Source: an optimization exercise on an open RTL-to-GDS flow (aim: small area and a short achievable clock period). Production flows keep margins and buffers that such runs may drop. Only simulation tests tie the RTL to the original design; equivalence was not proved. Power and IR drop assume default switching activity.

== run 4 ==
## pipeline
module pipeline(
  clk,
  resetn,
  o_instr_req_addr,
  o_instr_req_en,
  i_instr_res_data,
  o_mem_req_addr,
  o_mem_req_wr_data,
  o_mem_req_wr_en,
  o_mem_req_count,
  i_mem_res_rd_data,
  i_mem_res_code
);
Size in the first run: roughly 5400 cells after synthesis, roughly 1400 flip-flops, ~170 I/O pins, ~65000 um2 of cells after synthesis.
export LEC_CHECK = 0
export CAP_MARGIN = 20
export CORE_MARGIN = 2
export CORE_UTILIZATION = 40
export SLEW_MARGIN = 20
create_clock -name core_clock -period 10.5 [get_ports {clk}]
standard.sh (not shown) runs the stock make flow with config.mk's settings and CLKGATE_MAP_FILE= SYNTH_SCRIPT=/design/flow/synth_recipe.tcl, a recipe that flattens the netlist after the stock synthesis.
==> flow/flow/run.sh <==
#!/bin/bash
# Layout flow: the standard flow (standard.sh) with changes to how it
# optimises, not to what it builds or measures:
#  * ADDER_MAP_FILE is cleared, so synthesis skips the full/half adder
#    extraction and ABC maps the adders' logic together with the rest;
#  * port buffers are plain buffers (buf_2) rather than delay cells.
# Each make step writes its own log under orfs/logs/; the make output itself
# goes to standard.log here.
set -euo pipefail
export BUFFER_PORTS_ARGS="-buffer_cell sky130_fd_sc_hd__buf_2"
bash standard.sh ADDER_MAP_FILE= SETUP_SLACK_MARGIN=6 TNS_END_PERCENT=10 \
  "BUFFER_PORTS_ARGS=$BUFFER_PORTS_ARGS" finish > standard.log 2>&1
diff inputs: run 4 => run 1
--- a/flow/design.v
+++ b/flow/design.v
@@ -75,23 +75,23 @@
   output [31:0] o_mem_req_addr;
   output [31:0] o_mem_req_wr_data;
   output o_mem_req_wr_en;
   output [1:0] o_mem_req_count;
   input [31:0] i_mem_res_rd_data;
   input [2:0] i_mem_res_code;
   wire rst = ~resetn;
   assign o_instr_req_en = resetn;
   reg [31:0] f_pc;          
   reg [31:0] pcd;           
   reg [31:0] id_instr;
-  reg [22:0] id_dec;        
+  reg [27:0] id_dec;        
   reg [31:0] id_pc;
   reg [31:0] hold_instr;    
   reg id_v;                 
   reg id_replay;            
   reg stall;                
   reg nx_in;                
   reg [4:0] alt_a, alt_b;   
   reg [31:0] id_rfa;        
   reg [31:0] id_rfb;        
   reg fa_ex, fa_me;         
   reg fb_ex, fb_me, fb_ld;  
@@ -127,31 +127,33 @@
     end
   endgenerate
   wire [6:0] opc = id_instr[6:0];
   wire [2:0] f3 = id_instr[14:12];
   wire [6:0] f7 = id_instr[31:25];
   wire [4:0] rs1 = id_instr[19:15];
   wire [4:0] rs2 = id_instr[24:20];
   wire [4:0] rd = id_instr[11:7];
   wire is_r, is_i, is_ld, is_st, is_br, is_lui, is_auipc, is_jal, is_jalr;
   wire sub, sflip, op_sum, op_and, op_or, op_xor, op_lt, a_imm, b_imm;
   wire t_jump, t_eq, t_s0, t_lt, t_ge;
+  wire s_apc, s_bi, s_bs, s_bu, s_b4;
   assign {is_r, is_i, is_ld, is_st, is_br, is_lui, is_auipc, is_jal, is_jalr,
           sub, sflip, op_sum, op_and, op_or, op_xor, op_lt, a_imm, b_imm,
-          t_jump, t_eq, t_s0, t_lt, t_ge} = id_dec;
+          t_jump, t_eq, t_s0, t_lt, t_ge,
+          s_apc, s_bi, s_bs, s_bu, s_b4} = id_dec;
   wire flush = rst | ex_br;
   wire ok = id_v & ~stall & ~flush;
   wire stall_nx;
   wire [31:0] nx_instr = id_replay ? hold_instr : i_instr_res_data;
   wire [6:0] nx_opc = nx_instr[6:0];
-  function [22:0] decode;
+  function [27:0] decode;
     input [31:0] w;
     reg [6:0] o;
     reg [2:0] f;
     reg r, im, ld, st, br, lui, aui, jal, jalr, lo, lts, ltu, rsub;
     begin
       o = w[6:0];
       f = w[14:12];
       r = o == 7'b0110011;
       im = o == 7'b0010011;
       ld = o == 7'b0000011;
       st = o == 7'b0100011;
@@ -170,29 +172,34 @@
                 ~((lo & ((f == 3'd7) | (f == 3'd6) | (f == 3'd4))) | lts | ltu),
                 lo & (f == 3'd7),
                 lo & (f == 3'd6),
                 lo & (f == 3'd4),
                 lts | ltu,
                 lui | aui | jal | jalr,
                 lui | aui | jal | jalr | im | ld | st,
                 jal | jalr,
                 br & (f[2:1] == 2'b00),
                 br & (f[2:1] == 2'b01),
                 br & ((f == 3'd4) | (f == 3'd6) | (f == 3'd7)),
-                br & (f == 3'd5)};
+                br & (f == 3'd5),
+                aui | jalr,          
+                im | ld,             
+                st,                  
+                lui | aui,           
+                jalr};               
     end
   endfunction
-  wire [22:0] nx_dec = decode(nx_instr);
-  wire [22:0] nd = stall ? id_dec : nx_dec;
-  wire nd_a_imm = nd[6];
-  wire nd_b_imm = nd[5];
+  wire [27:0] nx_dec = decode(nx_instr);
+  wire [27:0] nd = stall ? id_dec : nx_dec;
+  wire nd_a_imm = nd[11];
+  wire nd_b_imm = nd[10];
   wire [4:0] nx_rs1 = nx_instr[19:15];
   wire [4:0] nx_rs2 = nx_instr[24:20];
   wire [4:0] pa = nx_in ? i_instr_res_data[19:15] : alt_a;
   wire [4:0] pb = nx_in ? i_instr_res_data[24:20] : alt_b;
   reg [31:0] rf_a, rf_b;
   integer i;
   always @(*) begin
     rf_a = 32'd0;
     rf_b = 32'd0;
     for (i = 1; i < 32; i = i + 1) begin
       rf_a = rf_a | ({32{pa == i}} & rf_flat[i*32 +: 32]);
@@ -214,26 +221,25 @@
   wire na_me = (pa != 5'd0) & (pa == ex_rd) & nx_me_wr;
   wire nb_ex = (pb != 5'd0) & (pb == rd) & nx_wr_alu;
   wire nb_me = (pb != 5'd0) & (pb == ex_rd) & nx_me_wr;
   wire [31:0] imm_i = {{20{id_instr[31]}}, id_instr[31:20]};
   wire [31:0] imm_s = {{20{id_instr[31]}}, id_instr[31:25], id_instr[11:7]};
   wire [31:0] imm_b = {{20{id_instr[7]}}, id_instr[7], id_instr[30:25],
                        id_instr[11:8], 1'b0};
   wire [31:0] imm_u = {id_instr[31:12], 12'd0};
   wire [31:0] imm_j = {id_instr[31], id_instr[19:12], id_instr[20],
                        id_instr[30:21], 12'd0};
   wire [31:0] target = id_pc + (is_br ? imm_b : is_jal ? imm_j : imm_i);
-  wire [31:0] a_oth = (is_auipc | is_jalr) ? id_pc : 32'd0;
-  wire [31:0] b_oth = (is_i | is_ld) ? imm_i :
-                      is_st ? imm_s :
-                      (is_lui | is_auipc) ? imm_u : 32'd4;
+  wire [31:0] a_oth = {32{s_apc}} & id_pc;
+  wire [31:0] b_oth = ({32{s_bi}} & imm_i) | ({32{s_bs}} & imm_s) |
+                      ({32{s_bu}} & imm_u) | {29'd0, s_b4, 2'd0};
   wire [31:0] result;
   wire [31:0] vb;
   wire taken;
   alu u_alu(
     .rfa(id_rfa), .rfb(id_rfb), .ex_res(ex_res), .me_res(me_res),
     .mem(i_mem_res_rd_data),
     .fa_ex(fa_ex), .fa_me(fa_me),
     .fb_ex(fb_ex), .fb_me(fb_me), .fb_ld(fb_ld),
     .a_mem(a_mem), .b_mem(b_mem),
     .a_imm(a_imm), .a_oth(a_oth), .b_imm(b_imm), .b_oth(b_oth),
     .sub(sub), .sflip(sflip),
Against run 4, run 1 comes in 7.6% higher on clock-buffer cell count.
[compare] base=run 4 new=run 1: layout buffer count excluding clock buffers +31; sequential share of layout area +1.3 points; via count of the first global-routing pass -about 5%; cell count after placement -359.
Summary of run 1 over run 4: global-route wire length before repair went down about 3.7%; final area went down about 2.3%; maximum frequency from static timing analysis went up about 7%.
Summary of run 1 over run 4: die footprint shows a reduction of 3.2%; share of synthesized cell area in and, or, nand and nor gates decreased 0.46 points; critical path depth fell 9; post-synthesis mux area share went down by 0.49 points; met3 layer wire length in the routed design went down.
Fraction of the core area covered by cells at the end of the flow: run 4 and run 1 compared, higher one is run 1

========
The RTL this note starts from:
==> flow/design.v <==
module pipeline(
  clk,
  resetn,
  o_instr_req_addr,
  o_instr_req_en,
  i_instr_res_data,
  o_mem_req_addr,
  o_mem_req_wr_data,
  o_mem_req_wr_en,
  o_mem_req_count,
  i_mem_res_rd_data,
  i_mem_res_code
);
  input clk;
  input resetn;
  output [31:0] o_instr_req_addr;
  output o_instr_req_en;
  input [31:0] i_instr_res_data;
  output [31:0] o_mem_req_addr;
  output [31:0] o_mem_req_wr_data;
  output o_mem_req_wr_en;
  output [1:0] o_mem_req_count;
  input [31:0] i_mem_res_rd_data;
  input [2:0] i_mem_res_code;
  wire rst = ~resetn;
  assign o_instr_req_en = resetn;
  reg [31:0] f_pc;          
  reg [31:0] pcd;           
  reg [31:0] id_instr;
  reg [31:0] id_pc;
  reg [31:0] hold_instr;    
  reg id_v;                 
  reg id_replay;            
  reg [31:0] id_rfa;        
  reg [31:0] id_rfb;        
  reg [31:0] ex_res;        
  reg [31:0] ex_t;          
  reg ex_br;                
  reg ex_wr_alu, ex_wr_pc4, ex_wr_mem;
  reg [4:0] ex_rd;
  reg [1:0] ex_cnt;
  reg ex_we;
  reg [31:0] me_res;
  reg me_wr;
  reg me_ld;
  reg [4:0] me_rd;
  wire [31:0] o_pc = ex_br ? ex_t : f_pc;
  assign o_instr_req_addr = o_pc;
  assign o_mem_req_addr = ex_res;
  assign o_mem_req_wr_data = ex_t;
  assign o_mem_req_wr_en = ex_we;
  assign o_mem_req_count = ex_cnt;
  wire [31:0] me_data = me_ld ? i_mem_res_rd_data : me_res;
  wire [32*32-1:0] rf_flat;
  assign rf_flat[31:0] = 32'd0;
  genvar g;
  generate
    for (g = 1; g < 32; g = g + 1) begin : rf
      reg [31:0] q;
      always @(posedge clk) begin
        if (rst | (me_wr && me_rd == g)) q <= rst ? 32'd0 : me_data;
      end
      assign rf_flat[g*32 +: 32] = q;
    end
  endgenerate
  wire [6:0] opc = id_instr[6:0];
  wire [2:0] f3 = id_instr[14:12];
  wire [6:0] f7 = id_instr[31:25];
  wire [4:0] rs1 = id_instr[19:15];
  wire [4:0] rs2 = id_instr[24:20];
  wire [4:0] rd = id_instr[11:7];
  wire is_r = opc == 7'b0110011;
  wire is_i = opc == 7'b0010011;
  wire is_ld = opc == 7'b0000011;
  wire is_st = opc == 7'b0100011;
  wire is_br = opc == 7'b1100011;
  wire is_lui = opc == 7'b0110111;
  wire is_auipc = opc == 7'b0010111;
  wire is_jal = opc == 7'b1101111;
  wire is_jalr = opc == 7'b1100111;
  wire reads_a = ~(is_lui | is_auipc | is_jal | is_jalr);
  wire reads_b = ~(is_i | is_ld | is_lui | is_auipc | is_jal | is_jalr);
  wire [31:0] nx_instr = id_replay ? hold_instr : i_instr_res_data;
  wire [4:0] nx_rs1 = nx_instr[19:15];
  wire [4:0] nx_rs2 = nx_instr[24:20];
  reg [31:0] rf_a, rf_b;
  integer i;
  always @(*) begin
    rf_a = 32'd0;
    rf_b = 32'd0;
    for (i = 1; i < 32; i = i + 1) begin
      rf_a = rf_a | ({32{nx_rs1 == i}} & rf_flat[i*32 +: 32]);
      rf_b = rf_b | ({32{nx_rs2 == i}} & rf_flat[i*32 +: 32]);
    end
  end
  wire fa_ex = (rs1 != 5'd0) & (rs1 == ex_rd) & ex_wr_alu;
  wire fa_me = (rs1 != 5'd0) & (rs1 == me_rd) & me_wr;
  wire fb_ex = (rs2 != 5'd0) & (rs2 == ex_rd) & ex_wr_alu;
  wire fb_me = (rs2 != 5'd0) & (rs2 == me_rd) & me_wr;
  wire fa_ld = ~fa_ex & fa_me & me_ld;
  wire fb_ld = ~fb_ex & fb_me & me_ld;
  wire [31:0] va_r = fa_ex ? ex_res : fa_me ? me_res : id_rfa;
  wire [31:0] vb_r = fb_ex ? ex_res : fb_me ? me_res : id_rfb;
  wire [31:0] va = fa_ld ? i_mem_res_rd_data : va_r;
  wire [31:0] vb = fb_ld ? i_mem_res_rd_data : vb_r;
  wire haz_a = reads_a & (rs1 != 5'd0) & (rs1 == ex_rd) & ex_wr_mem;
  wire haz_b = reads_b & (rs2 != 5'd0) & (rs2 == ex_rd) & ex_wr_mem;
  wire stall = id_v & (haz_a | haz_b);
  wire [31:0] imm_i = {{20{id_instr[31]}}, id_instr[31:20]};
  wire [31:0] imm_s = {{20{id_instr[31]}}, id_instr[31:25], id_instr[11:7]};
  wire [31:0] imm_b = {{20{id_instr[7]}}, id_instr[7], id_instr[30:25],
                       id_instr[11:8], 1'b0};
  wire [31:0] imm_u = {id_instr[31:12], 12'd0};
  wire [31:0] imm_j = {id_instr[31], id_instr[19:12], id_instr[20],
                       id_instr[30:21], 12'd0};
  wire [31:0] target = id_pc + (is_br ? imm_b : is_jal ? imm_j : imm_i);
  wire r_sub = is_r & (f7 == 7'b0100000) & (f3 == 3'd0);
  wire r_lo = is_r & (f7 == 7'd0);   
  wire op_and = (r_lo | is_i) & (f3 == 3'd7);
  wire op_or = (r_lo | is_i) & (f3 == 3'd6);
  wire op_xor = (r_lo | is_i) & (f3 == 3'd4);
  wire op_lts = (r_lo | is_i) & (f3 == 3'd2);
  wire op_ltu = is_i & (f3 == 3'd3);
  wire [31:0] a_oth = (is_auipc | is_jalr) ? id_pc : 32'd0;
  wire [31:0] b_oth = (is_i | is_ld) ? imm_i :
                      is_st ? imm_s :
                      (is_lui | is_auipc) ? imm_u : 32'd4;
  wire [31:0] a_val = ~reads_a ? a_oth : fa_ld ? i_mem_res_rd_data : va_r;
  wire [31:0] b_val = (~reads_b | is_st) ? b_oth : fb_ld ? i_mem_res_rd_data : vb_r;
  wire sub = r_sub | op_lts | op_ltu | (is_br & (f3[2:1] != 2'b01));
  wire sflip = op_lts | (is_br & f3[2] & (f3 != 3'd7));
  wire [31:0] a_op = a_val ^ {sflip, 31'd0};
  wire [31:0] b_op = b_val ^ {32{sub}} ^ {sflip, 31'd0};
  wire [33:0] add = {1'b0, a_op, 1'b1} + {1'b0, b_op, sub};
  wire [31:0] sum = add[32:1];
  wire lt = ~add[33];
  wire [31:0] p = a_op ^ b_op;
  wire eq = &p;
  wire s0 = (p == {p[30:0] | (a_op[30:0] & b_op[30:0]), 1'b0});
  reg [31:0] result;
  always @(*) begin
    if (op_and) result = a_val & b_val;
    else if (op_or) result = a_val | b_val;
    else if (op_xor) result = a_val ^ b_val;
    else if (op_lts | op_ltu) result = {31'd0, lt};
    else result = sum;
  end
  reg taken;
  always @(*) begin
    case (f3)
      3'd0, 3'd1: taken = eq;
      3'd2, 3'd3: taken = s0;
      3'd5: taken = ~lt;
      default: taken = lt;
    endcase
    if (is_jal | is_jalr) taken = 1'b1;
    else if (~is_br) taken = 1'b0;
  end
  reg [1:0] cnt;
  always @(*) begin
    cnt = 2'd0;
    if (is_ld) begin
      case (f3)
        3'd0, 3'd4: cnt = 2'd1;
        3'd1, 3'd5: cnt = 2'd2;
        3'd2: cnt = 2'd3;
        default: cnt = 2'd0;
      endcase
    end else if (is_st) begin
      case (f3)
        3'd0: cnt = 2'd1;
        3'd1: cnt = 2'd2;
        3'd2: cnt = 2'd3;
        default: cnt = 2'd0;
      endcase
    end
  end
  wire [4:0] pa = stall ? rs1 : nx_rs1;
  wire [4:0] pb = stall ? rs2 : nx_rs2;
  wire pa_me = (pa != 5'd0) & (pa == me_rd) & me_wr;
  wire pb_me = (pb != 5'd0) & (pb == me_rd) & me_wr;
  wire flush = rst | ex_br;
  wire ok = id_v & ~stall & ~flush;
  always @(posedge clk) begin
    f_pc <= rst ? 32'd0 : stall ? f_pc : o_pc + 32'd4;
    pcd <= o_pc;
    id_v <= ~flush;
    id_replay <= ~flush & stall;
    hold_instr <= i_instr_res_data;
    id_rfa <= pa_me ? me_data : stall ? id_rfa : rf_a;
    id_rfb <= pb_me ? me_data : stall ? id_rfb : rf_b;
    if (~stall) begin
      id_instr <= id_replay ? hold_instr : i_instr_res_data;
      id_pc <= id_replay ? pcd - 32'd4 : pcd;
    end
    ex_res <= result;
    ex_t <= is_st ? vb : target;
    ex_br <= ok & taken;
    ex_rd <= rd;
    ex_we <= is_st;
    ex_wr_alu <= ok & (is_r | is_i | is_lui | is_auipc);
    ex_wr_pc4 <= ok & is_jalr;
    ex_wr_mem <= ok & is_ld;
    ex_cnt <= ok ? cnt : 2'd0;
    me_res <= ex_res;
    me_wr <= ~rst & (ex_wr_alu | ex_wr_pc4 | ex_wr_mem);
    me_ld <= ex_wr_mem;
    me_rd <= ex_rd;
  end
endmodule
clock: 10.5 ns
lec_check: 0
cap_margin: 20
core_margin: 2
core_utilization: 40
slew_margin: 20
==> flow/flow/run.sh <==
#!/bin/bash
set -euo pipefail
bash standard.sh ADDER_MAP_FILE= SETUP_SLACK_MARGIN=6 finish > standard.log 2>&1
Then changed:
--- a/flow/design.v
+++ b/flow/design.v
@@ -32,6 +32,4 @@
   reg id_v;                 
   reg id_replay;            
-  reg [31:0] id_rfa;        
-  reg [31:0] id_rfb;        
   reg [31:0] ex_res;        
   reg [31:0] ex_t;          
@@ -81,7 +79,4 @@
   wire reads_a = ~(is_lui | is_auipc | is_jal | is_jalr);
   wire reads_b = ~(is_i | is_ld | is_lui | is_auipc | is_jal | is_jalr);
-  wire [31:0] nx_instr = id_replay ? hold_instr : i_instr_res_data;
-  wire [4:0] nx_rs1 = nx_instr[19:15];
-  wire [4:0] nx_rs2 = nx_instr[24:20];
   reg [31:0] rf_a, rf_b;
   integer i;
@@ -90,6 +85,6 @@
     rf_b = 32'd0;
     for (i = 1; i < 32; i = i + 1) begin
-      rf_a = rf_a | ({32{nx_rs1 == i}} & rf_flat[i*32 +: 32]);
-      rf_b = rf_b | ({32{nx_rs2 == i}} & rf_flat[i*32 +: 32]);
+      rf_a = rf_a | ({32{rs1 == i}} & rf_flat[i*32 +: 32]);
+      rf_b = rf_b | ({32{rs2 == i}} & rf_flat[i*32 +: 32]);
     end
   end
@@ -100,6 +95,6 @@
   wire fa_ld = ~fa_ex & fa_me & me_ld;
   wire fb_ld = ~fb_ex & fb_me & me_ld;
-  wire [31:0] va_r = fa_ex ? ex_res : fa_me ? me_res : id_rfa;
-  wire [31:0] vb_r = fb_ex ? ex_res : fb_me ? me_res : id_rfb;
+  wire [31:0] va_r = fa_ex ? ex_res : fa_me ? me_res : rf_a;
+  wire [31:0] vb_r = fb_ex ? ex_res : fb_me ? me_res : rf_b;
   wire [31:0] va = fa_ld ? i_mem_res_rd_data : va_r;
   wire [31:0] vb = fb_ld ? i_mem_res_rd_data : vb_r;
@@ -176,8 +171,4 @@
     end
   end
-  wire [4:0] pa = stall ? rs1 : nx_rs1;
-  wire [4:0] pb = stall ? rs2 : nx_rs2;
-  wire pa_me = (pa != 5'd0) & (pa == me_rd) & me_wr;
-  wire pb_me = (pb != 5'd0) & (pb == me_rd) & me_wr;
   wire flush = rst | ex_br;
   wire ok = id_v & ~stall & ~flush;
@@ -187,8 +178,7 @@
     id_v <= ~flush;
     id_replay <= ~flush & stall;
-    hold_instr <= i_instr_res_data;
-    id_rfa <= pa_me ? me_data : stall ? id_rfa : rf_a;
-    id_rfb <= pb_me ? me_data : stall ? id_rfb : rf_b;
-    if (~stall) begin
+    if (stall) begin
+      hold_instr <= i_instr_res_data;
+    end else begin
       id_instr <= id_replay ? hold_instr : i_instr_res_data;
       id_pc <= id_replay ? pcd - 32'd4 : pcd;
The new run produced a clean layout. Clock power decreases by 7.1%. Final area decreases by 2.0%. Final cell count increases by 3.6%. Sequential share of layout area decreases by 1.1 points. Sequential power decreases by 5.7%. Worst setup slack loses 0.47 ns. Clock-buffer cell count decreases by 8.

==> static timing again, ports no longer ideal <==
In the flow no input, the clock included, has a driving cell. The finished layouts below were timed again as built, in two steps.
Step 1, drivers: a clkbuf_16 drives clk and a buf_2 each remaining input, both assumed.
Step 2, shift: input delay + t, output delay - t, t = (earliest + latest rising clock arrival at the registers) / 2. This alone moves slack from input paths to output paths.
Slacks: no drivers / after step 1 / after step 2; pairs: no drivers / after step 1.
run	t (ns)	setup slack, ns	hold WS [ns]	clock arrival spread, ns	worst register clock-pin slew, ns
run 4	0.887	5.505 / 5.521 / 4.634	0.385 / 0.385 / 0.385	0.082 / 0.082	0.07 / 0.07
run 1	0.881	5.823 / 5.773 / 4.957	0.391 / 0.391 / 0.391	0.049 / 0.049	0.07 / 0.07
the first run of note 2	0.891	5.310 / 5.358 / 4.469	0.388 / 0.388 / 0.388	0.053 / 0.053	0.07 / 0.07
the second run of note 2	0.895	4.840 / 4.840 / 4.010	0.372 / 0.372 / 0.372	0.048 / 0.047	0.07 / 0.07
After both steps setup and hold are still met in every run listed. For run 4, which loses most, drivers alone change the setup slack by +0.016 ns; drivers and shift together by -0.871 ns.
